This design comes from an exercise in tuning for small area and a short achievable clock period on the open sky130 flow, not from production work. Only simulation tests tie the RTL to the original design; equivalence was not proved. Power is estimated from default activity; no workload was simulated.

`design/flow/flow/run.sh`:
```
#!/bin/bash
# Standard layout, with plain buffers (not delay cells) on the ports.
set -euo pipefail
export BUFFER_PORTS_ARGS="-buffer_cell sky130_fd_sc_hd__buf_1"
bash standard.sh synth > make_synth.log 2>&1
bash standard.sh finish > make_finish.log 2>&1
```
`design/flow/standard.sh`:
```
#!/bin/bash
# synth_recipe.tcl (not shown) runs the flow's synth.tcl, then flattens the netlist and writes it again
# the make line also repeats each setting of config.mk as NAME=value (left out here)
make -C /OpenROAD-flow-scripts/flow DESIGN_CONFIG=/design/flow/config.mk WORK_HOME=/design/flow/orfs CLKGATE_MAP_FILE= SYNTH_SCRIPT=/design/flow/synth_recipe.tcl "${@:-finish}"
```
`design/flow/config.mk`:
```
export PLATFORM = sky130hd
export DESIGN_NAME = neuron_l2
export DESIGN_NICKNAME = neuron_l2
export VERILOG_FILES = /design/flow/design.v
export SDC_FILE = /design/flow/constraint.sdc
export NUM_CORES = 4
export LEC_CHECK = 0
export ABC_AREA = 1
export CAP_MARGIN = 20
export CORE_MARGIN = 2
export CORE_UTILIZATION = 40
export CTS_CLUSTER_DIAMETER = 100
export CTS_CLUSTER_SIZE = 30
export SETUP_SLACK_MARGIN = 4.5
export SLEW_MARGIN = 20
```
`design/flow/constraint.sdc`:
```
create_clock -name core_clock -period 7.0 [get_ports {clk}]
set_input_delay 1.4000 -clock core_clock [delete_from_list [all_inputs] [get_ports {clk}]]
set_output_delay 1.4000 -clock core_clock [all_outputs]
set_load 0.01 [all_outputs]
```
`design/flow/design.v`:
```
module neuron_l2 (
    input clk,
    input reset,
    input enable,
    input startup,
    input signed [17*16-1:0] in,
    input signed [15:0] weight,
    output reg signed [15:0] out,
    output reg outvalid,
    output reg tmp3
);
    wire load = enable & startup;
    wire comp = enable & ~startup;
    reg [15:0] C [0:16];
    reg [16:0] V;        
    reg [16:0] z;        
    reg [8:0] ps;        
    reg dly;             
    reg ld1;
    reg [15:0] wr1;
    wire [16:0] tz = {z[14:0], z[16:15]};    
    wire wen = dly ? ld1 : load;
    wire [15:0] wd = dly ? wr1 : weight;
    wire [15:0] wdn = ~wd;
    reg [16:0] wsel;
    integer j;
    always @(*) begin
        for (j = 0; j < 17; j = j + 1)
            wsel[j] = (j % 2 == 0) ? (wen & ps[j / 2]) : 1'b0;
    end
    always @(posedge clk) begin
        ld1 <= load;
        wr1 <= weight;
        if (!load) begin
            ps[0] <= tz[0];
            for (j = 1; j < 9; j = j + 1)
                ps[j] <= tz[2 * j] | tz[2 * j - 1];
            dly <= tz[1] | tz[3] | tz[5] | tz[7] | tz[9] | tz[11] | tz[13] | tz[15];
        end
        C[0] <= wsel[0] ? wd : C[16];
        for (j = 1; j < 17; j = j + 1)
            if (j % 2)
                C[j] <= C[j - 1];
            else
                C[j] <= ~(wsel[j] ? ((j % 4 == 2) ? wd : wdn) : C[j - 1]);
    end
    always @(posedge clk or posedge reset) begin
        if (reset) begin
            V <= 17'd0;
            z <= 17'd1;
        end else begin
            V <= wsel | {V[15:0], V[16]};
            z <= {z[15:0], z[16]};
        end
    end
    reg [4:0] raddr;
    reg newIn, s1, s2;
    always @(posedge clk or posedge reset) begin
        if (reset) begin
            raddr <= 0; newIn <= 0; s1 <= 0; s2 <= 0;
        end else if (enable) begin
            if (startup) begin
                raddr <= 0; newIn <= 0;
            end else if (raddr == 5'd16) begin
                raddr <= 0; newIn <= 1;
            end else begin
                raddr <= raddr + 5'd1; newIn <= 0;
            end
            s1 <= newIn; s2 <= s1;
        end else begin
            raddr <= 0; newIn <= 0;
        end
    end
    reg t3i, ovi;
    always @(posedge clk or posedge reset) begin
        if (reset) begin
            t3i <= 0; ovi <= 0;
        end else if (enable) begin
            t3i <= s2; ovi <= t3i;
        end
    end
    always @(posedge clk) begin
        if (reset) begin
            tmp3 <= 0; outvalid <= 0;
        end else begin
            tmp3 <= enable ? s2 : t3i;
            outvalid <= enable ? t3i : ovi;
        end
    end
    wire xon = V[0] & ~newIn;
    reg [15:0] xsel;
    integer i;
    always @(*) begin
        xsel = 16'd0;
        for (i = 0; i < 17; i = i + 1)
            xsel = xsel | (in[16*i +: 16] & {16{z[i]}});
    end
    reg [15:0] xr;
    reg [7:0] bp1, bn1, bp2, bn2;
    reg nul;    
    wire [16:0] we = {C[0], 1'b0};   
    integer d;
    always @(posedge clk) begin
        xr <= xsel;
        nul <= newIn;
        for (d = 0; d < 8; d = d + 1) begin
            bp1[d] <= xon & ~we[2*d+2] & (we[2*d+1] ^ we[2*d]);
            bn1[d] <= xon &  we[2*d+2] & (we[2*d+1] ^ we[2*d]);
            bp2[d] <= xon & ~we[2*d+2] &  we[2*d+1] &  we[2*d];
            bn2[d] <= xon &  we[2*d+2] & ~we[2*d+1] & ~we[2*d];
        end
    end
    wire [7:0] bneg = bn1 | bn2;
    wire [16:0] x1 = {xr[15], xr};
    wire [16:0] x2 = {xr, 1'b0};
    wire sx0 = ~pp0[16] & ~nul;
    wire sx1 = ~pp1[16] & ~nul;
    wire sx2 = ~pp2[16] & ~nul;
    wire sx3 = ~pp3[16] & ~nul;
    wire sx4 = ~pp4[16] & ~nul;
    wire sx5 = ~pp5[16] & ~nul;
    wire sx6 = ~pp6[16] & ~nul;
    wire sx7 = ~pp7[16] & ~nul;
    wire [16:0] pp0 = ({17{bp1[0]}} & x1) | ({17{bn1[0]}} & ~x1) | ({17{bp2[0]}} & x2) | ({17{bn2[0]}} & ~x2);
    wire [16:0] pp1 = ({17{bp1[1]}} & x1) | ({17{bn1[1]}} & ~x1) | ({17{bp2[1]}} & x2) | ({17{bn2[1]}} & ~x2);
    wire [16:0] pp2 = ({17{bp1[2]}} & x1) | ({17{bn1[2]}} & ~x1) | ({17{bp2[2]}} & x2) | ({17{bn2[2]}} & ~x2);
    wire [16:0] pp3 = ({17{bp1[3]}} & x1) | ({17{bn1[3]}} & ~x1) | ({17{bp2[3]}} & x2) | ({17{bn2[3]}} & ~x2);
    wire [16:0] pp4 = ({17{bp1[4]}} & x1) | ({17{bn1[4]}} & ~x1) | ({17{bp2[4]}} & x2) | ({17{bn2[4]}} & ~x2);
    wire [16:0] pp5 = ({17{bp1[5]}} & x1) | ({17{bn1[5]}} & ~x1) | ({17{bp2[5]}} & x2) | ({17{bn2[5]}} & ~x2);
    wire [16:0] pp6 = ({17{bp1[6]}} & x1) | ({17{bn1[6]}} & ~x1) | ({17{bp2[6]}} & x2) | ({17{bn2[6]}} & ~x2);
    wire [16:0] pp7 = ({17{bp1[7]}} & x1) | ({17{bn1[7]}} & ~x1) | ({17{bp2[7]}} & x2) | ({17{bn2[7]}} & ~x2);
    wire a1 = pp0[10] ^ pp1[8];
    wire a2 = pp0[10] & pp1[8];
    wire a3 = pp0[11] ^ pp1[9];
    wire a4 = pp0[11] & pp1[9];
    wire a5 = pp0[12] ^ pp1[10] ^ pp2[8];
    wire a6 = (pp0[12] & pp1[10]) | (pp0[12] & pp2[8]) | (pp1[10] & pp2[8]);
    wire a7 = pp3[6] ^ pp4[4];
    wire a8 = pp3[6] & pp4[4];
    wire a9 = pp0[13] ^ pp1[11] ^ pp2[9];
    wire a10 = (pp0[13] & pp1[11]) | (pp0[13] & pp2[9]) | (pp1[11] & pp2[9]);
    wire a11 = pp3[7] ^ pp4[5];
    wire a12 = pp3[7] & pp4[5];
    wire a13 = pp0[14] ^ pp1[12] ^ pp2[10];
    wire a14 = (pp0[14] & pp1[12]) | (pp0[14] & pp2[10]) | (pp1[12] & pp2[10]);
    wire a15 = pp3[8] ^ pp4[6] ^ pp5[4];
    wire a16 = (pp3[8] & pp4[6]) | (pp3[8] & pp5[4]) | (pp4[6] & pp5[4]);
    wire a17 = pp6[2] ^ pp7[0];
    wire a18 = pp6[2] & pp7[0];
    wire a19 = pp0[15] ^ pp1[13] ^ pp2[11];
    wire a20 = (pp0[15] & pp1[13]) | (pp0[15] & pp2[11]) | (pp1[13] & pp2[11]);
    wire a21 = pp3[9] ^ pp4[7] ^ pp5[5];
    wire a22 = (pp3[9] & pp4[7]) | (pp3[9] & pp5[5]) | (pp4[7] & pp5[5]);
    wire a23 = pp6[3] ^ pp7[1];
    wire a24 = pp6[3] & pp7[1];
    wire a25 = sx0 ^ pp1[14] ^ pp2[12];
    wire a26 = (sx0 & pp1[14]) | (sx0 & pp2[12]) | (pp1[14] & pp2[12]);
    wire a27 = pp3[10] ^ pp4[8] ^ pp5[6];
    wire a28 = (pp3[10] & pp4[8]) | (pp3[10] & pp5[6]) | (pp4[8] & pp5[6]);
    wire a29 = pp6[4] ^ pp7[2];
    wire a30 = pp6[4] & pp7[2];
    wire a31 = pp1[15] ^ pp2[13] ^ pp3[11];
    wire a32 = (pp1[15] & pp2[13]) | (pp1[15] & pp3[11]) | (pp2[13] & pp3[11]);
    wire a33 = pp4[9] ^ pp5[7] ^ pp6[5];
    wire a34 = (pp4[9] & pp5[7]) | (pp4[9] & pp6[5]) | (pp5[7] & pp6[5]);
    wire a35 = sx1 ^ pp2[14] ^ pp3[12];
    wire a36 = (sx1 & pp2[14]) | (sx1 & pp3[12]) | (pp2[14] & pp3[12]);
    wire a37 = pp4[10] ^ pp5[8];
    wire a38 = pp4[10] & pp5[8];
    wire a39 = pp2[15] ^ pp3[13] ^ pp4[11];
    wire a40 = (pp2[15] & pp3[13]) | (pp2[15] & pp4[11]) | (pp3[13] & pp4[11]);
    wire a41 = sx2 ^ pp3[14];
    wire a42 = sx2 & pp3[14];
    wire a43 = pp0[6] ^ pp1[4];
    wire a44 = pp0[6] & pp1[4];
    wire a45 = pp0[7] ^ pp1[5];
    wire a46 = pp0[7] & pp1[5];
    wire a47 = pp0[8] ^ pp1[6] ^ pp2[4];
    wire a48 = (pp0[8] & pp1[6]) | (pp0[8] & pp2[4]) | (pp1[6] & pp2[4]);
    wire a49 = pp3[2] ^ pp4[0];
    wire a50 = pp3[2] & pp4[0];
    wire a51 = pp0[9] ^ pp1[7] ^ pp2[5];
    wire a52 = (pp0[9] & pp1[7]) | (pp0[9] & pp2[5]) | (pp1[7] & pp2[5]);
    wire a53 = pp3[3] ^ pp4[1];
    wire a54 = pp3[3] & pp4[1];
    wire a55 = a1 ^ pp2[6] ^ pp3[4];
    wire a56 = (a1 & pp2[6]) | (a1 & pp3[4]) | (pp2[6] & pp3[4]);
    wire a57 = pp4[2] ^ pp5[0] ^ bneg[5];
    wire a58 = (pp4[2] & pp5[0]) | (pp4[2] & bneg[5]) | (pp5[0] & bneg[5]);
    wire a59 = a3 ^ pp2[7] ^ pp3[5];
    wire a60 = (a3 & pp2[7]) | (a3 & pp3[5]) | (pp2[7] & pp3[5]);
    wire a61 = pp4[3] ^ pp5[1] ^ a2;
    wire a62 = (pp4[3] & pp5[1]) | (pp4[3] & a2) | (pp5[1] & a2);
    wire a63 = a5 ^ a7 ^ pp5[2];
    wire a64 = (a5 & a7) | (a5 & pp5[2]) | (a7 & pp5[2]);
    wire a65 = pp6[0] ^ bneg[6] ^ a4;
    wire a66 = (pp6[0] & bneg[6]) | (pp6[0] & a4) | (bneg[6] & a4);
    wire a67 = a9 ^ a11 ^ pp5[3];
    wire a68 = (a9 & a11) | (a9 & pp5[3]) | (a11 & pp5[3]);
    wire a69 = pp6[1] ^ a6 ^ a8;
    wire a70 = (pp6[1] & a6) | (pp6[1] & a8) | (a6 & a8);
    wire a71 = a13 ^ a15 ^ a17;
    wire a72 = (a13 & a15) | (a13 & a17) | (a15 & a17);
    wire a73 = bneg[7] ^ a10 ^ a12;
    wire a74 = (bneg[7] & a10) | (bneg[7] & a12) | (a10 & a12);
    wire a75 = a19 ^ a21 ^ a23;
    wire a76 = (a19 & a21) | (a19 & a23) | (a21 & a23);
    wire a77 = a14 ^ a16 ^ a18;
    wire a78 = (a14 & a16) | (a14 & a18) | (a16 & a18);
    wire a79 = a25 ^ a27 ^ a29;
    wire a80 = (a25 & a27) | (a25 & a29) | (a27 & a29);
    wire a81 = a20 ^ a22 ^ a24;
    wire a82 = (a20 & a22) | (a20 & a24) | (a22 & a24);
    wire a83 = a31 ^ a33 ^ pp7[3];
    wire a84 = (a31 & a33) | (a31 & pp7[3]) | (a33 & pp7[3]);
    wire a85 = a26 ^ a28 ^ a30;
    wire a86 = (a26 & a28) | (a26 & a30) | (a28 & a30);
    wire a87 = a35 ^ a37 ^ pp6[6];
    wire a88 = (a35 & a37) | (a35 & pp6[6]) | (a37 & pp6[6]);
    wire a89 = pp7[4] ^ a32 ^ a34;
    wire a90 = (pp7[4] & a32) | (pp7[4] & a34) | (a32 & a34);
    wire a91 = a39 ^ pp5[9] ^ pp6[7];
    wire a92 = (a39 & pp5[9]) | (a39 & pp6[7]) | (pp5[9] & pp6[7]);
    wire a93 = pp7[5] ^ a36 ^ a38;
    wire a94 = (pp7[5] & a36) | (pp7[5] & a38) | (a36 & a38);
    wire a95 = a41 ^ pp4[12] ^ pp5[10];
    wire a96 = (a41 & pp4[12]) | (a41 & pp5[10]) | (pp4[12] & pp5[10]);
    wire a97 = pp6[8] ^ pp7[6] ^ a40;
    wire a98 = (pp6[8] & pp7[6]) | (pp6[8] & a40) | (pp7[6] & a40);
    wire a99 = pp3[15] ^ pp4[13] ^ pp5[11];
    wire a100 = (pp3[15] & pp4[13]) | (pp3[15] & pp5[11]) | (pp4[13] & pp5[11]);
    wire a101 = pp6[9] ^ pp7[7] ^ a42;
    wire a102 = (pp6[9] & pp7[7]) | (pp6[9] & a42) | (pp7[7] & a42);
    wire a103 = sx3 ^ pp4[14] ^ pp5[12];
    wire a104 = (sx3 & pp4[14]) | (sx3 & pp5[12]) | (pp4[14] & pp5[12]);
    wire a105 = pp6[10] ^ pp7[8];
    wire a106 = pp6[10] & pp7[8];
    wire a107 = pp4[15] ^ pp5[13] ^ pp6[11];
    wire a108 = (pp4[15] & pp5[13]) | (pp4[15] & pp6[11]) | (pp5[13] & pp6[11]);
    wire a109 = sx4 ^ pp5[14];
    wire a110 = sx4 & pp5[14];
    wire a111 = pp0[2] ^ pp1[0] ^ bneg[1];
    wire a112 = (pp0[2] & pp1[0]) | (pp0[2] & bneg[1]) | (pp1[0] & bneg[1]);
    wire a113 = pp0[4] ^ pp1[2] ^ pp2[0];
    wire a114 = (pp0[4] & pp1[2]) | (pp0[4] & pp2[0]) | (pp1[2] & pp2[0]);
    wire a115 = pp5[15] ^ pp6[13] ^ pp7[11];
    wire a116 = (pp5[15] & pp6[13]) | (pp5[15] & pp7[11]) | (pp6[13] & pp7[11]);
    wire a117 = sx5 ^ pp6[14] ^ pp7[12];
    wire a118 = (sx5 & pp6[14]) | (sx5 & pp7[12]) | (pp6[14] & pp7[12]);
    wire a119 = pp6[15] ^ pp7[13] ^ a118;
    wire a120 = (pp6[15] & pp7[13]) | (pp6[15] & a118) | (pp7[13] & a118);
    reg [27:0] r1 [0:3];
    always @(posedge clk) begin
        r1[0] <= {a119, a116, a110, a109, a107, a103, a99, a95, a91, a87, a83, a79, a75, a71, a67, a63, a59, a55, a51, a47, a45, a43, pp0[5], bneg[2], pp0[3], a111, pp0[1], pp0[0]};
        r1[1] <= {1'b0, a117, a115, pp6[12], pp7[9], a105, a101, a97, a93, a89, a85, a81, a77, a73, a69, a65, a61, a57, a53, a49, pp2[3], pp2[2], pp1[3], a113, pp1[1], 1'b0, 1'b0, bneg[0]};
        r1[2] <= {1'b0, 1'b0, 1'b0, pp7[10], a104, a100, a96, a92, a88, a84, a80, a76, a72, a68, a64, a60, a56, a52, a48, bneg[4], pp3[1], pp3[0], pp2[1], 1'b0, a112, 1'b0, 1'b0, 1'b0};
        r1[3] <= {1'b0, 1'b0, 1'b0, a108, a106, a102, a98, a94, a90, a86, a82, a78, a74, a70, a66, a62, a58, a54, a50, a46, a44, bneg[3], a114, 1'b0, 1'b0, 1'b0, 1'b0, 1'b0};
    end
    reg [27:0] as, ac;
    reg clr, clrc;
    always @(posedge clk) clr <= comp & ~s1 & (raddr == 5'd1);
    always @(posedge clk) clrc <= comp & ~nul & (raddr == 5'd1);
    wire [27:0] fs = clr ? 28'd89849856 : as;
    wire [27:0] fc = clrc ? 28'd0 : ac;
    wire b1 = r1[0][3] ^ r1[1][3];
    wire b2 = r1[0][3] & r1[1][3];
    wire b3 = r1[0][4] ^ r1[1][4];
    wire b4 = r1[0][4] & r1[1][4];
    wire b5 = r1[0][5] ^ r1[1][5] ^ r1[2][5];
    wire b6 = (r1[0][5] & r1[1][5]) | (r1[0][5] & r1[2][5]) | (r1[1][5] & r1[2][5]);
    wire b7 = r1[3][5] ^ fs[5];
    wire b8 = r1[3][5] & fs[5];
    wire b9 = r1[0][6] ^ r1[1][6] ^ r1[2][6];
    wire b10 = (r1[0][6] & r1[1][6]) | (r1[0][6] & r1[2][6]) | (r1[1][6] & r1[2][6]);
    wire b11 = r1[3][6] ^ fs[6] ^ fc[6];
    wire b12 = (r1[3][6] & fs[6]) | (r1[3][6] & fc[6]) | (fs[6] & fc[6]);
    wire b13 = r1[0][7] ^ r1[1][7] ^ r1[2][7];
    wire b14 = (r1[0][7] & r1[1][7]) | (r1[0][7] & r1[2][7]) | (r1[1][7] & r1[2][7]);
    wire b15 = r1[3][7] ^ fs[7] ^ fc[7];
    wire b16 = (r1[3][7] & fs[7]) | (r1[3][7] & fc[7]) | (fs[7] & fc[7]);
    wire b17 = r1[0][8] ^ r1[1][8] ^ r1[2][8];
    wire b18 = (r1[0][8] & r1[1][8]) | (r1[0][8] & r1[2][8]) | (r1[1][8] & r1[2][8]);
    wire b19 = r1[3][8] ^ fs[8] ^ fc[8];
    wire b20 = (r1[3][8] & fs[8]) | (r1[3][8] & fc[8]) | (fs[8] & fc[8]);
    wire b21 = r1[0][9] ^ r1[1][9] ^ r1[2][9];
    wire b22 = (r1[0][9] & r1[1][9]) | (r1[0][9] & r1[2][9]) | (r1[1][9] & r1[2][9]);
    wire b23 = r1[3][9] ^ fs[9] ^ fc[9];
    wire b24 = (r1[3][9] & fs[9]) | (r1[3][9] & fc[9]) | (fs[9] & fc[9]);
    wire b25 = r1[0][10] ^ r1[1][10] ^ r1[2][10];
    wire b26 = (r1[0][10] & r1[1][10]) | (r1[0][10] & r1[2][10]) | (r1[1][10] & r1[2][10]);
    wire b27 = r1[3][10] ^ fs[10] ^ fc[10];
    wire b28 = (r1[3][10] & fs[10]) | (r1[3][10] & fc[10]) | (fs[10] & fc[10]);
    wire b29 = r1[0][11] ^ r1[1][11] ^ r1[2][11];
    wire b30 = (r1[0][11] & r1[1][11]) | (r1[0][11] & r1[2][11]) | (r1[1][11] & r1[2][11]);
    wire b31 = r1[3][11] ^ fs[11] ^ fc[11];
    wire b32 = (r1[3][11] & fs[11]) | (r1[3][11] & fc[11]) | (fs[11] & fc[11]);
    wire b33 = r1[0][12] ^ r1[1][12] ^ r1[2][12];
    wire b34 = (r1[0][12] & r1[1][12]) | (r1[0][12] & r1[2][12]) | (r1[1][12] & r1[2][12]);
    wire b35 = r1[3][12] ^ fs[12] ^ fc[12];
    wire b36 = (r1[3][12] & fs[12]) | (r1[3][12] & fc[12]) | (fs[12] & fc[12]);
    wire b37 = r1[0][13] ^ r1[1][13] ^ r1[2][13];
    wire b38 = (r1[0][13] & r1[1][13]) | (r1[0][13] & r1[2][13]) | (r1[1][13] & r1[2][13]);
    wire b39 = r1[3][13] ^ fs[13] ^ fc[13];
    wire b40 = (r1[3][13] & fs[13]) | (r1[3][13] & fc[13]) | (fs[13] & fc[13]);
    wire b41 = r1[0][14] ^ r1[1][14] ^ r1[2][14];
    wire b42 = (r1[0][14] & r1[1][14]) | (r1[0][14] & r1[2][14]) | (r1[1][14] & r1[2][14]);
    wire b43 = r1[3][14] ^ fs[14] ^ fc[14];
    wire b44 = (r1[3][14] & fs[14]) | (r1[3][14] & fc[14]) | (fs[14] & fc[14]);
    wire b45 = r1[0][15] ^ r1[1][15] ^ r1[2][15];
    wire b46 = (r1[0][15] & r1[1][15]) | (r1[0][15] & r1[2][15]) | (r1[1][15] & r1[2][15]);
    wire b47 = r1[3][15] ^ fs[15] ^ fc[15];
    wire b48 = (r1[3][15] & fs[15]) | (r1[3][15] & fc[15]) | (fs[15] & fc[15]);
    wire b49 = r1[0][16] ^ r1[1][16] ^ r1[2][16];
    wire b50 = (r1[0][16] & r1[1][16]) | (r1[0][16] & r1[2][16]) | (r1[1][16] & r1[2][16]);
    wire b51 = r1[3][16] ^ fs[16] ^ fc[16];
    wire b52 = (r1[3][16] & fs[16]) | (r1[3][16] & fc[16]) | (fs[16] & fc[16]);
    wire b53 = r1[0][17] ^ r1[1][17] ^ r1[2][17];
    wire b54 = (r1[0][17] & r1[1][17]) | (r1[0][17] & r1[2][17]) | (r1[1][17] & r1[2][17]);
    wire b55 = r1[3][17] ^ fs[17] ^ fc[17];
    wire b56 = (r1[3][17] & fs[17]) | (r1[3][17] & fc[17]) | (fs[17] & fc[17]);
    wire b57 = r1[0][18] ^ r1[1][18] ^ r1[2][18];
    wire b58 = (r1[0][18] & r1[1][18]) | (r1[0][18] & r1[2][18]) | (r1[1][18] & r1[2][18]);
    wire b59 = r1[3][18] ^ fs[18] ^ fc[18];
    wire b60 = (r1[3][18] & fs[18]) | (r1[3][18] & fc[18]) | (fs[18] & fc[18]);
    wire b61 = r1[0][19] ^ r1[1][19] ^ r1[2][19];
    wire b62 = (r1[0][19] & r1[1][19]) | (r1[0][19] & r1[2][19]) | (r1[1][19] & r1[2][19]);
    wire b63 = r1[3][19] ^ fs[19] ^ fc[19];
    wire b64 = (r1[3][19] & fs[19]) | (r1[3][19] & fc[19]) | (fs[19] & fc[19]);
    wire b65 = r1[0][20] ^ r1[1][20] ^ r1[2][20];
    wire b66 = (r1[0][20] & r1[1][20]) | (r1[0][20] & r1[2][20]) | (r1[1][20] & r1[2][20]);
    wire b67 = r1[3][20] ^ fs[20] ^ fc[20];
    wire b68 = (r1[3][20] & fs[20]) | (r1[3][20] & fc[20]) | (fs[20] & fc[20]);
    wire b69 = r1[0][21] ^ r1[1][21] ^ r1[2][21];
    wire b70 = (r1[0][21] & r1[1][21]) | (r1[0][21] & r1[2][21]) | (r1[1][21] & r1[2][21]);
    wire b71 = r1[3][21] ^ fs[21] ^ fc[21];
    wire b72 = (r1[3][21] & fs[21]) | (r1[3][21] & fc[21]) | (fs[21] & fc[21]);
    wire b73 = r1[0][22] ^ r1[1][22] ^ r1[2][22];
    wire b74 = (r1[0][22] & r1[1][22]) | (r1[0][22] & r1[2][22]) | (r1[1][22] & r1[2][22]);
    wire b75 = r1[3][22] ^ fs[22] ^ fc[22];
    wire b76 = (r1[3][22] & fs[22]) | (r1[3][22] & fc[22]) | (fs[22] & fc[22]);
    wire b77 = r1[0][23] ^ r1[1][23] ^ r1[2][23];
    wire b78 = (r1[0][23] & r1[1][23]) | (r1[0][23] & r1[2][23]) | (r1[1][23] & r1[2][23]);
    wire b79 = r1[3][23] ^ fs[23] ^ fc[23];
    wire b80 = (r1[3][23] & fs[23]) | (r1[3][23] & fc[23]) | (fs[23] & fc[23]);
    wire b81 = r1[0][24] ^ r1[1][24] ^ r1[2][24];
    wire b82 = (r1[0][24] & r1[1][24]) | (r1[0][24] & r1[2][24]) | (r1[1][24] & r1[2][24]);
    wire b83 = r1[3][24] ^ fs[24] ^ fc[24];
    wire b84 = (r1[3][24] & fs[24]) | (r1[3][24] & fc[24]) | (fs[24] & fc[24]);
    wire b85 = r1[0][25] ^ r1[1][25] ^ fs[25];
    wire b86 = (r1[0][25] & r1[1][25]) | (r1[0][25] & fs[25]) | (r1[1][25] & fs[25]);
    wire b87 = r1[0][26] ^ r1[1][26];
    wire b88 = r1[0][26] & r1[1][26];
    wire b89 = r1[0][0] ^ r1[1][0];
    wire b90 = r1[0][0] & r1[1][0];
    wire b91 = r1[0][1] ^ fs[1];
    wire b92 = r1[0][1] & fs[1];
    wire b93 = r1[0][2] ^ fs[2];
    wire b94 = r1[0][2] & fs[2];
    wire b95 = b1 ^ r1[2][3] ^ fs[3];
    wire b96 = (b1 & r1[2][3]) | (b1 & fs[3]) | (r1[2][3] & fs[3]);
    wire b97 = b3 ^ fs[4] ^ fc[4];
    wire b98 = (b3 & fs[4]) | (b3 & fc[4]) | (fs[4] & fc[4]);
    wire b99 = b5 ^ b7 ^ fc[5];
    wire b100 = (b5 & b7) | (b5 & fc[5]) | (b7 & fc[5]);
    wire b101 = b9 ^ b11 ^ b6;
    wire b102 = (b9 & b11) | (b9 & b6) | (b11 & b6);
    wire b103 = b13 ^ b15 ^ b10;
    wire b104 = (b13 & b15) | (b13 & b10) | (b15 & b10);
    wire b105 = b17 ^ b19 ^ b14;
    wire b106 = (b17 & b19) | (b17 & b14) | (b19 & b14);
    wire b107 = b21 ^ b23 ^ b18;
    wire b108 = (b21 & b23) | (b21 & b18) | (b23 & b18);
    wire b109 = b25 ^ b27 ^ b22;
    wire b110 = (b25 & b27) | (b25 & b22) | (b27 & b22);
    wire b111 = b29 ^ b31 ^ b26;
    wire b112 = (b29 & b31) | (b29 & b26) | (b31 & b26);
    wire b113 = b33 ^ b35 ^ b30;
    wire b114 = (b33 & b35) | (b33 & b30) | (b35 & b30);
    wire b115 = b37 ^ b39 ^ b34;
    wire b116 = (b37 & b39) | (b37 & b34) | (b39 & b34);
    wire b117 = b41 ^ b43 ^ b38;
    wire b118 = (b41 & b43) | (b41 & b38) | (b43 & b38);
    wire b119 = b45 ^ b47 ^ b42;
    wire b120 = (b45 & b47) | (b45 & b42) | (b47 & b42);
    wire b121 = b49 ^ b51 ^ b46;
    wire b122 = (b49 & b51) | (b49 & b46) | (b51 & b46);
    wire b123 = b53 ^ b55 ^ b50;
    wire b124 = (b53 & b55) | (b53 & b50) | (b55 & b50);
    wire b125 = b57 ^ b59 ^ b54;
    wire b126 = (b57 & b59) | (b57 & b54) | (b59 & b54);
    wire b127 = b61 ^ b63 ^ b58;
    wire b128 = (b61 & b63) | (b61 & b58) | (b63 & b58);
    wire b129 = b65 ^ b67 ^ b62;
    wire b130 = (b65 & b67) | (b65 & b62) | (b67 & b62);
    wire b131 = b69 ^ b71 ^ b66;
    wire b132 = (b69 & b71) | (b69 & b66) | (b71 & b66);
    wire b133 = b73 ^ b75 ^ b70;
    wire b134 = (b73 & b75) | (b73 & b70) | (b75 & b70);
    wire b135 = b77 ^ b79 ^ b74;
    wire b136 = (b77 & b79) | (b77 & b74) | (b79 & b74);
    wire b137 = b81 ^ b83 ^ b78;
    wire b138 = (b81 & b83) | (b81 & b78) | (b83 & b78);
    wire b139 = b85 ^ fc[25] ^ b82;
    wire b140 = (b85 & fc[25]) | (b85 & b82) | (fc[25] & b82);
    wire b141 = b87 ^ fs[26] ^ fc[26];
    wire b142 = (b87 & fs[26]) | (b87 & fc[26]) | (fs[26] & fc[26]);
    wire b143 = r1[0][27] ^ fs[27] ^ fc[27];
    wire b144 = (r1[0][27] & fs[27]) | (r1[0][27] & fc[27]) | (fs[27] & fc[27]);
    wire b145 = b89 ^ fs[0];
    wire b146 = b89 & fs[0];
    wire b147 = b91 ^ fc[1] ^ b90;
    wire b148 = (b91 & fc[1]) | (b91 & b90) | (fc[1] & b90);
    wire b149 = b93 ^ fc[2] ^ b92;
    wire b150 = (b93 & fc[2]) | (b93 & b92) | (fc[2] & b92);
    wire b151 = b95 ^ fc[3] ^ b94;
    wire b152 = (b95 & fc[3]) | (b95 & b94) | (fc[3] & b94);
    wire b153 = b97 ^ b2 ^ b96;
    wire b154 = (b97 & b2) | (b97 & b96) | (b2 & b96);
    wire b155 = b99 ^ b4 ^ b98;
    wire b156 = (b99 & b4) | (b99 & b98) | (b4 & b98);
    wire b157 = b101 ^ b8 ^ b100;
    wire b158 = (b101 & b8) | (b101 & b100) | (b8 & b100);
    wire b159 = b103 ^ b12 ^ b102;
    wire b160 = (b103 & b12) | (b103 & b102) | (b12 & b102);
    wire b161 = b105 ^ b16 ^ b104;
    wire b162 = (b105 & b16) | (b105 & b104) | (b16 & b104);
    wire b163 = b107 ^ b20 ^ b106;
    wire b164 = (b107 & b20) | (b107 & b106) | (b20 & b106);
    wire b165 = b109 ^ b24 ^ b108;
    wire b166 = (b109 & b24) | (b109 & b108) | (b24 & b108);
    wire b167 = b111 ^ b28 ^ b110;
    wire b168 = (b111 & b28) | (b111 & b110) | (b28 & b110);
    wire b169 = b113 ^ b32 ^ b112;
    wire b170 = (b113 & b32) | (b113 & b112) | (b32 & b112);
    wire b171 = b115 ^ b36 ^ b114;
    wire b172 = (b115 & b36) | (b115 & b114) | (b36 & b114);
    wire b173 = b117 ^ b40 ^ b116;
    wire b174 = (b117 & b40) | (b117 & b116) | (b40 & b116);
    wire b175 = b119 ^ b44 ^ b118;
    wire b176 = (b119 & b44) | (b119 & b118) | (b44 & b118);
    wire b177 = b121 ^ b48 ^ b120;
    wire b178 = (b121 & b48) | (b121 & b120) | (b48 & b120);
    wire b179 = b123 ^ b52 ^ b122;
    wire b180 = (b123 & b52) | (b123 & b122) | (b52 & b122);
    wire b181 = b125 ^ b56 ^ b124;
    wire b182 = (b125 & b56) | (b125 & b124) | (b56 & b124);
    wire b183 = b127 ^ b60 ^ b126;
    wire b184 = (b127 & b60) | (b127 & b126) | (b60 & b126);
    wire b185 = b129 ^ b64 ^ b128;
    wire b186 = (b129 & b64) | (b129 & b128) | (b64 & b128);
    wire b187 = b131 ^ b68 ^ b130;
    wire b188 = (b131 & b68) | (b131 & b130) | (b68 & b130);
    wire b189 = b133 ^ b72 ^ b132;
    wire b190 = (b133 & b72) | (b133 & b132) | (b72 & b132);
    wire b191 = b135 ^ b76 ^ b134;
    wire b192 = (b135 & b76) | (b135 & b134) | (b76 & b134);
    wire b193 = b137 ^ b80 ^ b136;
    wire b194 = (b137 & b80) | (b137 & b136) | (b80 & b136);
    wire b195 = b139 ^ b84 ^ b138;
    wire b196 = (b139 & b84) | (b139 & b138) | (b84 & b138);
    wire b197 = b141 ^ b86 ^ b140;
    wire b198 = (b141 & b86) | (b141 & b140) | (b86 & b140);
    wire b199 = b143 ^ b88 ^ b142;
    wire b200 = (b143 & b88) | (b143 & b142) | (b88 & b142);
    always @(posedge clk) begin
        as <= {b199, b197, b195, b193, b191, b189, b187, b185, b183, b181, b179, b177, b175, b173, b171, b169, b167, b165, b163, b161, b159, b157, b155, b153, b151, b149, b147, b145};
        ac <= {b198, b196, b194, b192, b190, b188, b186, b184, b182, b180, b178, b176, b174, b172, b170, b168, b166, b164, b162, b160, b158, b156, b154, b152, b150, b148, b146, fc[0]};
    end
    wire [27:0] pg0 = as ^ ac;
    wire [27:0] gg0 = as & ac;
    wire gl1_1 = gg0[1] | (pg0[1] & gg0[0]);
    wire pl1_1 = pg0[1] & pg0[0];
    wire gl1_3 = gg0[3] | (pg0[3] & gg0[2]);
    wire pl1_3 = pg0[3] & pg0[2];
    wire gl1_5 = gg0[5] | (pg0[5] & gg0[4]);
    wire pl1_5 = pg0[5] & pg0[4];
    wire gl1_7 = gg0[7] | (pg0[7] & gg0[6]);
    wire pl1_7 = pg0[7] & pg0[6];
    wire gl1_9 = gg0[9] | (pg0[9] & gg0[8]);
    wire pl1_9 = pg0[9] & pg0[8];
    wire gl1_11 = gg0[11] | (pg0[11] & gg0[10]);
    wire pl1_11 = pg0[11] & pg0[10];
    wire gl1_13 = gg0[13] | (pg0[13] & gg0[12]);
    wire pl1_13 = pg0[13] & pg0[12];
    wire gl1_15 = gg0[15] | (pg0[15] & gg0[14]);
    wire pl1_15 = pg0[15] & pg0[14];
    wire gl1_17 = gg0[17] | (pg0[17] & gg0[16]);
    wire pl1_17 = pg0[17] & pg0[16];
    wire gl1_19 = gg0[19] | (pg0[19] & gg0[18]);
    wire pl1_19 = pg0[19] & pg0[18];
    wire gl1_21 = gg0[21] | (pg0[21] & gg0[20]);
    wire pl1_21 = pg0[21] & pg0[20];
    wire gl1_23 = gg0[23] | (pg0[23] & gg0[22]);
    wire pl1_23 = pg0[23] & pg0[22];
    wire gl1_25 = gg0[25] | (pg0[25] & gg0[24]);
    wire pl1_25 = pg0[25] & pg0[24];
    wire gl1_27 = gg0[27] | (pg0[27] & gg0[26]);
    wire pl1_27 = pg0[27] & pg0[26];
    wire gl2_2 = gg0[2] | (pg0[2] & gl1_1);
    wire pl2_2 = pg0[2] & pl1_1;
    wire gl2_3 = gl1_3 | (pl1_3 & gl1_1);
    wire pl2_3 = pl1_3 & pl1_1;
    wire gl2_6 = gg0[6] | (pg0[6] & gl1_5);
    wire pl2_6 = pg0[6] & pl1_5;
    wire gl2_7 = gl1_7 | (pl1_7 & gl1_5);
    wire pl2_7 = pl1_7 & pl1_5;
    wire gl2_10 = gg0[10] | (pg0[10] & gl1_9);
    wire pl2_10 = pg0[10] & pl1_9;
    wire gl2_11 = gl1_11 | (pl1_11 & gl1_9);
    wire pl2_11 = pl1_11 & pl1_9;
    wire gl2_14 = gg0[14] | (pg0[14] & gl1_13);
    wire pl2_14 = pg0[14] & pl1_13;
    wire gl2_15 = gl1_15 | (pl1_15 & gl1_13);
    wire pl2_15 = pl1_15 & pl1_13;
    wire gl2_18 = gg0[18] | (pg0[18] & gl1_17);
    wire pl2_18 = pg0[18] & pl1_17;
    wire gl2_19 = gl1_19 | (pl1_19 & gl1_17);
    wire pl2_19 = pl1_19 & pl1_17;
    wire gl2_22 = gg0[22] | (pg0[22] & gl1_21);
    wire pl2_22 = pg0[22] & pl1_21;
    wire gl2_23 = gl1_23 | (pl1_23 & gl1_21);
    wire pl2_23 = pl1_23 & pl1_21;
    wire gl2_26 = gg0[26] | (pg0[26] & gl1_25);
    wire pl2_26 = pg0[26] & pl1_25;
    wire gl2_27 = gl1_27 | (pl1_27 & gl1_25);
    wire pl2_27 = pl1_27 & pl1_25;
    wire gl3_4 = gg0[4] | (pg0[4] & gl2_3);
    wire pl3_4 = pg0[4] & pl2_3;
    wire gl3_5 = gl1_5 | (pl1_5 & gl2_3);
    wire pl3_5 = pl1_5 & pl2_3;
    wire gl3_6 = gl2_6 | (pl2_6 & gl2_3);
    wire pl3_6 = pl2_6 & pl2_3;
    wire gl3_7 = gl2_7 | (pl2_7 & gl2_3);
    wire pl3_7 = pl2_7 & pl2_3;
    wire gl3_12 = gg0[12] | (pg0[12] & gl2_11);
    wire pl3_12 = pg0[12] & pl2_11;
    wire gl3_13 = gl1_13 | (pl1_13 & gl2_11);
    wire pl3_13 = pl1_13 & pl2_11;
    wire gl3_14 = gl2_14 | (pl2_14 & gl2_11);
    wire pl3_14 = pl2_14 & pl2_11;
    wire gl3_15 = gl2_15 | (pl2_15 & gl2_11);
    wire pl3_15 = pl2_15 & pl2_11;
    wire gl3_20 = gg0[20] | (pg0[20] & gl2_19);
    wire pl3_20 = pg0[20] & pl2_19;
    wire gl3_21 = gl1_21 | (pl1_21 & gl2_19);
    wire pl3_21 = pl1_21 & pl2_19;
    wire gl3_22 = gl2_22 | (pl2_22 & gl2_19);
    wire pl3_22 = pl2_22 & pl2_19;
    wire gl3_23 = gl2_23 | (pl2_23 & gl2_19);
    wire pl3_23 = pl2_23 & pl2_19;
    wire gl4_8 = gg0[8] | (pg0[8] & gl3_7);
    wire pl4_8 = pg0[8] & pl3_7;
    wire gl4_9 = gl1_9 | (pl1_9 & gl3_7);
    wire pl4_9 = pl1_9 & pl3_7;
    wire gl4_10 = gl2_10 | (pl2_10 & gl3_7);
    wire pl4_10 = pl2_10 & pl3_7;
    wire gl4_11 = gl2_11 | (pl2_11 & gl3_7);
    wire pl4_11 = pl2_11 & pl3_7;
    wire gl4_12 = gl3_12 | (pl3_12 & gl3_7);
    wire pl4_12 = pl3_12 & pl3_7;
    wire gl4_13 = gl3_13 | (pl3_13 & gl3_7);
    wire pl4_13 = pl3_13 & pl3_7;
    wire gl4_14 = gl3_14 | (pl3_14 & gl3_7);
    wire pl4_14 = pl3_14 & pl3_7;
    wire gl4_15 = gl3_15 | (pl3_15 & gl3_7);
    wire pl4_15 = pl3_15 & pl3_7;
    wire gl4_24 = gg0[24] | (pg0[24] & gl3_23);
    wire pl4_24 = pg0[24] & pl3_23;
    wire gl4_25 = gl1_25 | (pl1_25 & gl3_23);
    wire pl4_25 = pl1_25 & pl3_23;
    wire gl4_26 = gl2_26 | (pl2_26 & gl3_23);
    wire pl4_26 = pl2_26 & pl3_23;
    wire gl4_27 = gl2_27 | (pl2_27 & gl3_23);
    wire pl4_27 = pl2_27 & pl3_23;
    wire gl5_16 = gg0[16] | (pg0[16] & gl4_15);
    wire pl5_16 = pg0[16] & pl4_15;
    wire gl5_17 = gl1_17 | (pl1_17 & gl4_15);
    wire pl5_17 = pl1_17 & pl4_15;
    wire gl5_18 = gl2_18 | (pl2_18 & gl4_15);
    wire pl5_18 = pl2_18 & pl4_15;
    wire gl5_19 = gl2_19 | (pl2_19 & gl4_15);
    wire pl5_19 = pl2_19 & pl4_15;
    wire gl5_20 = gl3_20 | (pl3_20 & gl4_15);
    wire pl5_20 = pl3_20 & pl4_15;
    wire gl5_21 = gl3_21 | (pl3_21 & gl4_15);
    wire pl5_21 = pl3_21 & pl4_15;
    wire gl5_22 = gl3_22 | (pl3_22 & gl4_15);
    wire pl5_22 = pl3_22 & pl4_15;
    wire gl5_23 = gl3_23 | (pl3_23 & gl4_15);
    wire pl5_23 = pl3_23 & pl4_15;
    wire gl5_24 = gl4_24 | (pl4_24 & gl4_15);
    wire pl5_24 = pl4_24 & pl4_15;
    wire gl5_25 = gl4_25 | (pl4_25 & gl4_15);
    wire pl5_25 = pl4_25 & pl4_15;
    wire gl5_26 = gl4_26 | (pl4_26 & gl4_15);
    wire pl5_26 = pl4_26 & pl4_15;
    wire gl5_27 = gl4_27 | (pl4_27 & gl4_15);
    wire pl5_27 = pl4_27 & pl4_15;
    wire [27:0] acc = {(pg0[27] ^ gl5_26), (pg0[26] ^ gl5_25), (pg0[25] ^ gl5_24), (pg0[24] ^ gl5_23), (pg0[23] ^ gl5_22), (pg0[22] ^ gl5_21), (pg0[21] ^ gl5_20), (pg0[20] ^ gl5_19), (pg0[19] ^ gl5_18), (pg0[18] ^ gl5_17), (pg0[17] ^ gl5_16), (pg0[16] ^ gl4_15), (pg0[15] ^ gl4_14), (pg0[14] ^ gl4_13), (pg0[13] ^ gl4_12), (pg0[12] ^ gl4_11), (pg0[11] ^ gl4_10), (pg0[10] ^ gl4_9), (pg0[9] ^ gl4_8), (pg0[8] ^ gl3_7), (pg0[7] ^ gl3_6), (pg0[6] ^ gl3_5), (pg0[5] ^ gl3_4), (pg0[4] ^ gl2_3), (pg0[3] ^ gl2_2), (pg0[2] ^ gl1_1), (pg0[1] ^ gg0[0]), pg0[0]};
    reg og;
    always @(posedge clk) og <= comp & s2 & (raddr == 5'd2) & ~acc[27];
    always @(posedge clk) out <= og ? acc[27:12] : 16'd0;
endmodule
```
==> notes.md, run 1 <==
- Actual slew at the worst max-slew pin: 981 ps
- CTS tree: built
- Clock latency at the later pin of the worst-skew pair: slightly below 600 ps
- Grt ovf: 0
- Routed vias: 17900
- Netlist Area Pre-Place: between 20000 and 25000 um2
- Final setup fails: 0
- Initial Util: 0.406
- Die width: about 240 um
- Pin count of the biggest net entering global routing: 45
- Area growth, synth to finish: 11.8%
- Final GP Congestion: 0.993
- Clock share of power: 0.153
- Leakage: between 10 and 15 nW
- Tmin final: 2460 ps
- Cell count after synthesis: 2475
- GRT met1 Usage: 0.320
- DRC: 0
- Min-delay src: C[6][9]$_DFF_P_
- Setup repair after global routing missed its margin: yes
- Top Ports: 310
- Layout cells sized above 1: 0.0512
- Crit path capture type: primary output
- Setup CP Type: reg2out
- Die area: 59400 um2
- Top area cells in the synthesized netlist: dfxtp_1, fa_1, nand2_1
- Cells on worst reg2reg path: 8
- Max clock buf depth: 3
- PD cells: between 400 and 500 nW/um2
- IO buf count: 309
- WHS Path Cells: 0
- Net Sw Frac: 0.365
- Final period utilization: 0.351
- CTS hold repair buffers: 0
- Initial antenna violation count: 3
- Drt wl/cell: around 20 um
- Core footprint: 56600 um2
- H-tree depth: 1
- Data arrival, critical path: 1060 ps
- Worst Path Buf+Inv: 1
- GR Util All Layers: 0.231
- Clk sinks: 561
- Mean Syn Cell Area: a little over 9 um2
- 1st-pass router iterations: 8
- Status: complete, no violations
- Clock Root Buffer: clkbuf_16
- Post-synth top area cell: dfxtp_1
- Crit path cell chain: buf_2
- Yosys top cell area share: 0.441
- Worst rel slew slack: 0.342
- GR Layer Usage met2: 0.374
- Req. time, crit path: 5600 ps
- Fmax: 407 MHz
- Synth cell types: 41
- Setup TNS: 0 ps
- Crit start category: flip-flop
- Clock skew: 16.4 ps
- Final count of pins violating max slew: 0
- Critical Path Fanout Max: 1
- Post-route setup slack: around 4500 ps
- GR peak layer: met2
- Worst slack, placed: 3500 ps
- Final hold violations: 0
- Worst stage delay on the critical path: 340 ps
- Post-synthesis sequential area ratio: 0.502
- Synth warnings: 3
- RR Startpoint: bp1[2]$_DFF_P_
- DRT antenna net count: 0
- Number of global-route vias before repair: between 15000 and 20000
- Top delay family on crit path: flip-flops
- Reg power frac: 0.455
- Max-Cap Viols: 0
- Die Y: 244 um
- Yosys reg bits: between 500 and 600
- Pint: 6.55 mW
- RR Endpoint: r1[0][19]$_DFF_P_
- Layout fillers: 5480
- Routed vias/inst: 5.17
- Reg clk slew, reported paths: 110 ps
- Crit-path slowest cell: dfxtp_1
- First-pass GRT wire length: 105000 um
- CTS Buf Count: 22
- Net count, final: around 3200
- Peak supply drop: 0.203 mV
- Routed WL: around 70000 um
- P_sw: 3.76 mW
- Worst hold path class: reg2reg
- Combinational Power Share: 0.392
- Worst Hold End: C[7][9]$_DFF_P_
- Mapped Nets: a little under 3000
- Post-DP HPWL: approximately 52000 um
- Core Rows: 87
- Initial drt markers: 1755
- Internal reg-to-reg setup slack: 4570 ps
- Met3 usage: 0.0375
cells by family after synthesis:
| family | after synthesis | synth area share |
|---|---|---|
| AOI/OAI and AO/OA | 500 | 0.138 |
| xor gates and xnor gates | 18 | 0.00685 |
| adders and majority gates | 187 | 0.146 |
| buffers and inverters | 361 | 0.0605 |
| DFF | 561 | 0.502 |
| and+or+nand+nor | 848 | 0.147 |
layer usage:
| layer | part of all wire | vias to the layer above |
|---|---|---|
| met1 | 0.45 | 8556 |
| met5 | 0 | - |
| met2 | 0.46 | 735 |
| met4 | 0.027 | 0 |
| li1 | - | 8545 |
| met3 | 0.069 | 111 |
placed cells by master, fill, tap and decap left out, types with 4 or more instances in the layout:
master	Yosys	layout
or2_2	15	15
o21ai_1	0	7
nor2_1	238	238
inv_1	199	195
dfxtp_1	507	499
buf_6	0	5
a221oi_1	34	30
clkinvlp_4	0	4
fa_1	135	135
nand2_1	504	494
nand3_1	45	45
buf_2	29	4
edfxtp_1	10	10
nand2_4	0	9
a22o_1	17	17
clkbuf_1	111	6
dfrtp_1	43	43
a211oi_1	17	16
a21oi_1	172	172
nor3_1	14	14
clkbuf_2	1	5
clkbuf_16	0	22
buf_1	7	300
dfxtp_2	0	6
xnor2_1	15	15
a221oi_2	0	4
inv_2	9	10
nand4_1	26	26
buf_4	0	37
a22oi_1	37	37
o211ai_1	51	51
o221ai_1	49	49
ha_1	52	52
o21ai_0	110	103
Yosys cell counts:
library cell	count
a22oi_1	37
a21boi_0	1
o21ai_0	110
xor2_1	3
nand3b_1	1
a21oi_1	172
a31oi_1	1
nor4_1	2
clkbuf_2	1
or2_2	15
clkinv_1	5
and2_1	1
a21o_1	1
inv_1	199
a2111oi_0	3
and3_1	2
o21bai_1	3
o221ai_1	49
nand3_1	45
dfxtp_1	507
o22ai_1	2
nor3_1	14
a22o_1	17
dfstp_2	1
dfrtp_1	43
o21ai_2	1
nor2_1	238
edfxtp_1	10
o211ai_1	51
clkbuf_1	111
xnor2_1	15
nand2_1	504
nand4_1	26
a221oi_1	34
a211oi_1	17
buf_1	7
fa_1	135
inv_2	9
buf_2	29
ha_1	52
o21a_1	1
flip-flops by register name (all words and copies together), names as in the netlist, 5 cells and up:
signal	count
C	272
r1	94
as	28
ac	27
V	17
z	17
out	16
wr1	16
xr	16
ps	9
bn1	8
bn2	8
bp1	8
bp2	7
raddr	5
power by group through the flow:
stage / clock network (mW) / registers [mW] / logic (mW)
2_1_floorplan: 0 / 4.51 / 2.97
3_3_place_gp: 0 / 4.75 / 3.92
3_5_place_dp: 0 / 4.76 / 4.08
5_1_grt: 1.73 / 4.78 / 4.81
6_report: 1.58 / 4.69 / 4.04
4_1_cts: 1.61 / 4.69 / 4.10
worst reg2reg max path, cell delays in order, from the launching register on:
cell and delay [ps]:
dfxtp_1 400, inv_1 340, nand2_1 80, o21ai_0 90, inv_1 80, a21oi_1 110, o21ai_0 210, fa_1 580
fa_1 420
cell type report:
type | count | area (um2) | area share
inverter | 213 | 825 | 0.0321
timing repair buffer | 355 | 1580 | 0.0612
tap | 756 | 946 | 0.0368
multi-input combinational | 1553 | 10200 | 0.396
sequential | 561 | 11600 | 0.450
clock inverter | 2 | 38.8 | 0.00151
antenna | 3 | 7.51 | 0.000292
clock buffer | 29 | 587 | 0.0228
how the worst max path moves through the flow:
stage | startpoint | to | cells after the start
5_1_grt | enable | og$_DFF_P_ | 7
3_3_place_gp | enable | C[8][12]$_DFF_P_ | 6
3_5_place_dp | enable | C[6][11]$_DFF_P_ | 6
4_1_cts | enable | C[16][7]$_DFF_P_ | 6
6_report | outvalid$_SDFF_PP0_ | outvalid | 1
2_1_floorplan | clr$_DFF_P_ | as[6]$_DFF_P_ | 8
repair_timing:
action                     4_1_cts  5_1_grt
pin swaps                        0        1
setup buffers                    0       10
setup endpoints to repair      197      178
gates resized for setup         15       44
per-stage QoR:
step / total power [mW] / instances / hold slack (ps) / area, um2 / utilization
6_report: 10.3 / 3472 / 331 / 25700 / 0.454
5_1_grt: 11.3 / 3471 / 341 / 25700 / 0.454
4_1_cts: 10.4 / 3457 / 336 / 25400 / 0.449
3_5_place_dp: 8.84 / 3426 / 312 / 24800 / 0.438
3_3_place_gp: 8.67 / 3426 / 310 / 24800 / 0.438
2_1_floorplan: 7.49 / 2475 / 310 / 23000 / -
==> inputs of run 2 (changes only) <==
--- a/design/flow/config.mk
+++ b/design/flow/config.mk
@@ -5,7 +5,6 @@
 export SDC_FILE = /design/flow/constraint.sdc
 export NUM_CORES = 4
 export LEC_CHECK = 0
-export ABC_AREA = 1
 export CAP_MARGIN = 20
 export CORE_MARGIN = 2
 export CORE_UTILIZATION = 40
==> run 2 against run 1 <==
Register-to-register slack hardly changed; utilization is 0.12 points lower; worst setup slack worse by 6.7 ps; largest power group unchanged.
==> notes.md, run 2 <==
- Routed WL: 79300 um (was 69700 um)
- Routed vias/inst: 5.21 (was 5.17)
- DRC: 0 (unchanged)
- Dominant synthesized flop cell: dfxtp_1 (unchanged)
- Yosys top cell area share: 0.436 (was 0.441)
- Worst Hold Slack: 323 ps (was 331 ps)
- Total power: 10.3 mW (about the same)
- Post-Layout Inst Area: 26100 um2 (was 25700 um2)
- Setup repair after global routing missed its margin: yes (unchanged)
- Post-synth top area cell: dfxtp_1 (unchanged)
- Final setup fails: 0 (unchanged)
- Clk sinks: 561 (unchanged)
- Reg clk slew, reported paths: 120 ps (was 110 ps)
- GR Util All Layers: 0.263 (was 0.231)
- Max-Cap Viols: 0 (unchanged)
- Number of global-route vias before repair: 16500 (was 17700)
- Layout cells sized above 1: 0.0784 (was 0.0512)
- Crit start category: flip-flop (unchanged)
- Top area cells in the synthesized netlist: dfxtp_1, fa_1, mux2i_1 (was dfxtp_1, fa_1, nand2_1)
- Mapped Nets: 2608 (was 2954)
- Yosys reg bits: 561 (unchanged)
- Synth warnings: 3 (unchanged)
- Crit path capture type: primary output (unchanged)
- Drt wl/cell: 25.3 um (was 20.1 um)
- Top flop regs: C (272), r1 (94), as (28) (unchanged)
- Clock Root Buffer: clkbuf_16 (unchanged)
- Actual slew at the worst max-slew pin: 1100 ps (was 981 ps)
- Commonest non-fill, non-tap cell in the layout: dfxtp_1 (unchanged)
- Worst hold path class: reg2reg (unchanged)
- Leakage: 10.7 nW (was 10.9 nW)
- Tmin final: 2470 ps (was 2460 ps)
- Final hold violations: 0 (unchanged)
- Clock skew: 18.1 ps (was 16.4 ps)
- Most flops, register: C (unchanged)
- Core footprint: 57600 um2 (was 56600 um2)
- Pin count of the biggest net entering global routing: 47 (was 45)
- Req. time, crit path: 5600 ps (about the same)
- H-tree depth: 1 (unchanged)
- Status: complete, no violations (unchanged)
- DRT antenna net count: 0 (unchanged)
- Layout Utilization: 0.453 (was 0.454)
- Post-synth ARST share: 0.0784 (unchanged)
- CTS tree: built (unchanged)
- Top Ports: 310 (unchanged)
- Setup TNS: 0 ps (unchanged)
- Mean Syn Cell Area: 10.9 um2 (was 9.30 um2)
- Largest family of logic cells by synthesized area: adder cells (was simple AND/OR/NAND/NOR gates)
- Most frequent cell after synthesis: dfxtp_1 (unchanged)
- Top delay family on crit path: flip-flops (unchanged)
- Max clock buf depth: 3 (unchanged)
- PD cells: 395 nW/um2 (was 401 nW/um2)
- Fmax: 406 MHz (was 407 MHz)
- Worst stage delay on the critical path: 340 ps (about the same)
- Final count of pins violating max slew: 0 (unchanged)
- Worst Path Buf+Inv: 1 (unchanged)
- Critical Path Fanout Max: 1 (unchanged)
- Peak supply drop: 0.232 mV (was 0.203 mV)
- Top cells by count, synth: dfxtp_1, mux2i_1, nor2_1 (was dfxtp_1, nand2_1, nor2_1)
- IO buf count: 309 (unchanged)
- Net count, final: 2832 (was 3185)
- Initial antenna violation count: 10 (was 3)
- Worst rel slew slack: 0.269 (was 0.342)
- Post-synthesis xor/xnor area fraction: 0.00941 (was 0.00685)
- 1st-pass router iterations: 7 (was 8)
- Synth Area in Simple Gates: 0.109 (was 0.147)
- First-pass GRT wire length: 116000 um (was 105000 um)
- Compound-Gate Fraction of Synth Area: 0.104 (was 0.138)
- Initial drt markers: 1141 (was 1755)
- Largest register FFs: 272 (unchanged)
- Cell count after synthesis: 2129 (was 2475)
- Die Y: 245 um (was 244 um)
- Post-DP HPWL: 61200 um (was 52100 um)
- Data arrival, critical path: 1070 ps (was 1060 ps)
- Adder-cell share of the synthesized area: 0.144 (was 0.146)
- Most frequent cells in the layout: dfxtp_1, buf_1, mux2i_1, nor2_1, nand2_1 (was dfxtp_1, nand2_1, buf_1, nor2_1, inv_1)
- Netlist Area Pre-Place: 23300 um2 (was 23000 um2)
- Crit path cell chain: buf_2 (unchanged)
- Portion of netlist area occupied by mux cells: 0.103 (was 0)
- Crit-path slowest cell: dfxtp_1 (unchanged)
- Die width: 245 um (was 244 um)
- CTS Buf Count: 23 (was 22)
- Die area: 60100 um2 (was 59400 um2)
- Area growth, synth to finish: 12.1% (was 11.8%)
- Setup CP Type: reg2out (unchanged)
- Grt ovf: 0 (unchanged)
- Synth cell types: 63 (was 41)
- Area post-placement: 25000 um2 (was 24800 um2)
- Final period utilization: 0.352 (was 0.351)
- Post-synthesis sequential area ratio: 0.496 (was 0.502)
- Number of synthesized flops with an enable pin: 10 (unchanged)
- Routed vias: 16300 (was 17900)
- CTS hold repair buffers: 0 (unchanged)
- Initial Util: 0.404 (was 0.406)
- Final GP Congestion: 1.03 (was 0.993)
- Clock latency at the later pin of the worst-skew pair: 600 ps (was 590 ps)
- Core Rows: 88 (was 87)
[run 2: changes by cell type in the layout (fill, tap and decap cells not counted), sizes merged, moves of 32 or more]
cell,change
a221oi,-32
a22oi,+72
inv,-145
mux2,+34
mux2i,+201
nand2,-338
nor2,-55
nor2b,+58
o211ai,-48
o21ai,-82
o221ai,-41
[run 2: area by class of cell]
type	count	area, um2
Inverter	60	229
Tap cell	765	957
Clock buffer	28	594
Timing Repair Buffer	346	1520
Multi-Input combinational cell	1361	11100
Fill cell	5487	31500
Antenna cell	4	10.0
Clock inverter	5	70.1
Sequential cell	561	11600
[run 2: stage by stage]
step,cells,setup WS [ps]
6_report,3130,4530
5_1_grt,3130,4470
4_1_cts,3112,4330
3_5_place_dp,3078,3470
3_3_place_gp,3078,3560
2_1_floorplan,2129,4530
[run 2: power by group]
part	internal (mW)	switching, mW	leakage, nW
sequential	4.15	0.570	4.91
combinational	1.81	2.15	5.44
clock	0.629	0.989	0.324
total	6.59	3.71	10.7
[run 2: cells by family (layout without fill, tap and decap cells)]
family | Yosys count | after routing
buffers and inverters | 207 | 439
xor gates and xnor gates | 25 | 25
DFF | 561 | 561
muxes | 235 | 235
and+or+nand+nor | 550 | 550
adders and majority gates | 187 | 187
other | 0 | 4
AOI/OAI and AO/OA | 364 | 364
[run 2: per-layer routing]
layer,track usage,vias up,part of all wire
li1,-,7688,-
met1,0.406,8120,0.50
met2,0.406,409,0.44
met3,0.0199,77,0.042
met4,0.0421,2,0.018
met5,0,-,0.00016
[run 2: final timing paths]
check                      cells after the start  slack [ps]                 to               start
max                                            1        4530            out[13]  out[13]$_SDFF_PN0_
max in group asynchronous                      3        5770     V[4]$_DFF_PP0_               reset
max reg2reg                                    7        4580  r1[0][18]$_DFF_P_      bn1[1]$_DFF_P_
min in group asynchronous                      2         780     z[2]$_DFF_PP0_               reset
min reg2reg                                    0         320   C[3][13]$_DFF_P_    C[2][13]$_DFF_P_
min                                            0         320   C[3][13]$_DFF_P_    C[2][13]$_DFF_P_
[run 2: repair_timing]
action                                  CTS  global route
setup buffers                             1            13
hold endpoints to repair                  0             0
cloned                                    0             0
gates resized for setup                  41            36
endpoints found under the setup margin  227           169
pin swaps                                 5             6
==> inputs of run 3 (changes only) <==
--- a/design/flow/config.mk
+++ b/design/flow/config.mk
@@ -10,5 +10,5 @@
 export CORE_UTILIZATION = 40
 export CTS_CLUSTER_DIAMETER = 100
 export CTS_CLUSTER_SIZE = 30
-export SETUP_SLACK_MARGIN = 4.5
+export SETUP_SLACK_MARGIN = 4.6
 export SLEW_MARGIN = 20
==> run 3 against run 2 <==
Combinational power rose by 3%; still clean on timing, DRC and antenna; cell count rose by 0.48%; highest routed layer is now met4; clock power barely moved; critical endpoint is now out[2].
==> notes.md, run 3 <==
- Leakage: 10.8 nW (was 10.7 nW)
- Max-Cap Viols: 0 (unchanged)
- Drt wl/cell: 23.5 um (was 25.3 um)
- GR Layer Usage met2: 0.373 (was 0.406)
- Met3 usage: 0.0355 (was 0.0199)
- Actual slew at the worst max-slew pin: 1190 ps (was 1100 ps)
- Layout Utilization: 0.458 (was 0.453)
- CTS Buf Count: 23 (unchanged)
- Worst Hold End: C[5][9]$_DFF_P_ (was C[3][13]$_DFF_P_)
- Setup TNS: 0 ps (unchanged)
- 1st-pass router iterations: 7 (unchanged)
- Commonest non-fill, non-tap cell in the layout: dfxtp_1 (unchanged)
- Mean Syn Cell Area: 10.9 um2 (unchanged)
- Initial antenna violation count: 9 (was 10)
- Die area: 60100 um2 (unchanged)
- Dominant synthesized flop cell: dfxtp_1 (unchanged)
- Cells on worst reg2reg path: 6 (was 7)
- RR Startpoint: clrc$_DFF_P_ (was bn1[1]$_DFF_P_)
- Mapped Nets: 2608 (unchanged)
- Critical Path Fanout Max: 1 (unchanged)
- Crit-path slowest cell: dfxtp_1 (unchanged)
- WHS Path Cells: 0 (unchanged)
- Most flops, register: C (unchanged)
- Number of global-route vias before repair: 16500 (about the same)
- Max clock buf depth: 3 (unchanged)
- Top area cells in the synthesized netlist: dfxtp_1, fa_1, mux2i_1 (unchanged)
- Worst Path Buf+Inv: 1 (unchanged)
- Routed vias: 16400 (was 16300)
- Area growth, synth to finish: 13.4% (was 12.1%)
- Post-synthesis sequential area ratio: 0.496 (unchanged)
- IO buf count: 309 (unchanged)
- Routed vias/inst: 5.21 (about the same)
- Yosys top cell area share: 0.436 (unchanged)
- Min-delay src: C[4][9]$_DFF_P_ (was C[2][13]$_DFF_P_)
- Crit path cell chain: buf_2 (unchanged)
- Die Y: 245 um (unchanged)
- CTS tree: built (unchanged)
- Peak supply drop: 0.211 mV (was 0.232 mV)
- Data arrival, critical path: 1040 ps (was 1070 ps)
- Placed insts: 3080 (was 3078)
- Top delay family on crit path: flip-flops (unchanged)
- Clock skew: 30.0 ps (was 18.1 ps)
- Crit path launch: out[2]$_SDFF_PN0_ (was out[13]$_SDFF_PN0_)
- Req. time, crit path: 5600 ps (about the same)
- Cell count after synthesis: 2129 (unchanged)
- Top cells by count, synth: dfxtp_1, mux2i_1, nor2_1 (unchanged)
- Post-synth top area cell: dfxtp_1 (unchanged)
- H-tree depth: 1 (unchanged)
- Top flop regs: C (272), r1 (94), as (28) (unchanged)
- Worst hold path class: reg2reg (unchanged)
- DRC: 0 (unchanged)
- Net count, final: 2844 (was 2832)
- Yosys reg bits: 561 (unchanged)
- Clock Root Buffer: clkbuf_16 (unchanged)
- Layout Cells excl Fill: 3145 (was 3130)
- Final period utilization: 0.348 (was 0.352)
- Synth warnings: 3 (unchanged)
- Die width: 245 um (unchanged)
- Status: complete, no violations (unchanged)
- Setup repair after global routing missed its margin: yes (unchanged)
- CTS hold repair buffers: 0 (unchanged)
- First-pass GRT wire length: 110000 um (was 116000 um)
- Most frequent cells in the layout: dfxtp_1, buf_1, mux2i_1, nor2_1, nand2_1 (unchanged)
- Pin count of the biggest net entering global routing: 47 (unchanged)
- DRT antenna net count: 0 (unchanged)
- Layout cells sized above 1: 0.0945 (was 0.0784)
- Final hold violations: 0 (unchanged)
- Crit start category: flip-flop (unchanged)
- Worst rel slew slack: 0.206 (was 0.269)
- RR Endpoint: as[22]$_DFF_P_ (was r1[0][18]$_DFF_P_)
- Synth cell types: 63 (unchanged)
- Routed WL: 74000 um (was 79300 um)
- Core footprint: 57600 um2 (unchanged)
- Initial Util: 0.404 (unchanged)
- Final count of pins violating max slew: 0 (unchanged)
- Most frequent cell after synthesis: dfxtp_1 (unchanged)
- Reg clk slew, reported paths: 120 ps (about the same)
- Number of synthesized flops with an enable pin: 10 (unchanged)
- Tmin final: 2440 ps (was 2470 ps)
- GRT met1 Usage: 0.370 (was 0.406)
- FF/Latch Area: 11600 um2 (about the same)
- Post-synth ARST share: 0.0784 (unchanged)
- Crit path capture type: primary output (unchanged)
- GR Util All Layers: 0.244 (was 0.263)
- Area taken by multi-input logic gates: 11200 um2 (was 11100 um2)
- Layout fillers: 5465 (was 5487)
- Post-DP HPWL: 56000 um (was 61200 um)
- Top Ports: 310 (unchanged)
- Worst stage delay on the critical path: 330 ps (was 340 ps)
- Fmax: 411 MHz (was 406 MHz)
- Core Rows: 88 (unchanged)
- Levels on crit path: 1 (unchanged)
- Clk sinks: 561 (unchanged)
- GR peak layer: met2 (was met1)
- Largest register FFs: 272 (unchanged)
- Setup CP Type: reg2out (unchanged)
- Initial drt markers: 1154 (was 1141)
- PD cells: 393 nW/um2 (was 395 nW/um2)
- Internal reg-to-reg setup slack: 4640 ps (was 4580 ps)
- Grt ovf: 0 (unchanged)
- Final GP Congestion: 1.00 (was 1.03)
- Clock latency at the later pin of the worst-skew pair: 600 ps (about the same)
- Final setup fails: 0 (unchanged)
- Netlist Area Pre-Place: 23300 um2 (unchanged)
-- run 3: logic make-up after synthesis --
group,after synthesis,share of synthesized area
buffers and inverters,207,0.0335
adder cells (fa/ha/maj),187,0.144
multiplexers,235,0.103
AND/OR/NAND/NOR,550,0.109
XOR/XNOR,25,0.00941
AO/OA/AOI/OAI,364,0.104
flip-flops,561,0.496
-- run 3: final cells by class --
type,count,share of cell area
flip-flops and latches,561,0.439
multi-input cells,1361,0.425
repair buffers,358,0.0647
well taps,765,0.0363
clock buffers,28,0.0229
inverters,60,0.00867
clock inverters,3,0.00251
diodes,9,0.000853
-- run 3: stage by stage --
step / power, mW / hold WS [ps] / setup WS (ps) / instance area [um2]
after detailed placement: 8.75 / 312 / 3390 / 25000
after global routing: 11.3 / 338 / 4510 / 26400
final: 10.4 / 327 / 4560 / 26400
after floorplan: 7.37 / 310 / 4530 / 23300
after global placement: 8.53 / 310 / 3460 / 25000
after CTS: 10.4 / 326 / 4520 / 26000
-- run 3: worst max-delay path by stage --
stage	end	slack [ps]
after floorplan	outvalid$_SDFF_PP0_	4530
after global placement	C[14][9]$_DFF_P_	3460
after detailed placement	C[14][5]$_DFF_P_	3390
after CTS	out[9]	4520
after global routing	out[5]	4510
final	out[2]	4560
-- run 3: timing repair --
action | 4_1_cts | 5_1_grt
setup endpoints to repair | 219 | 190
gates resized for setup | 70 | 51
gates cloned | 0 | 2
pin swaps | 7 | 8
buffers inserted | 8 | 14
-- run 3: metal layers --
| metal | part of all wire | vias up |
|---|---|---|
| met5 | 0 | - |
| met4 | 0.015 | 0 |
| met3 | 0.053 | 64 |
| met2 | 0.44 | 412 |
| met1 | 0.49 | 8188 |
| li1 | - | 7726 |
-- run 3: where the power goes --
part	switching [mW]	internal [mW]
clock	0.987	0.637
sequential	0.537	4.15
combinational	2.20	1.87
total	3.73	6.66

afterwards: timing with drivers on the ports:
The results above use ideal ports. As a check the final layouts listed here were re-extracted and re-timed, cells and wires unchanged.
Step 1, drivers: a clkbuf_16 drives clk and a buf_2 each remaining input, both assumed.
Step 2, shift: input delay + t, output delay - t, t = (earliest + latest rising clock arrival at the registers) / 2. This alone moves slack from input paths to output paths.
a / b / c = ideal / step 1 / step 2; a / b = the first two.
| run | t, ns | setup slack, ns | hold slack, ns | clock arrival spread, ns |
|---|---|---|---|---|
| run 1 | 0.640 | 4.541 / 4.483 / 4.032 | 0.331 / 0.331 / 0.331 | 0.022 / 0.022 |
| run 2 | 0.647 | 4.534 / 4.478 / 3.980 | 0.323 / 0.323 / 0.323 | 0.022 / 0.023 |
| run 3 | 0.642 | 4.564 / 4.504 / 4.183 | 0.327 / 0.327 / 0.327 | 0.030 / 0.030 |
After both steps setup and hold are still met in every run listed. For run 2, which loses most, drivers alone change the setup slack by -0.056 ns; drivers and shift together by -0.554 ns.
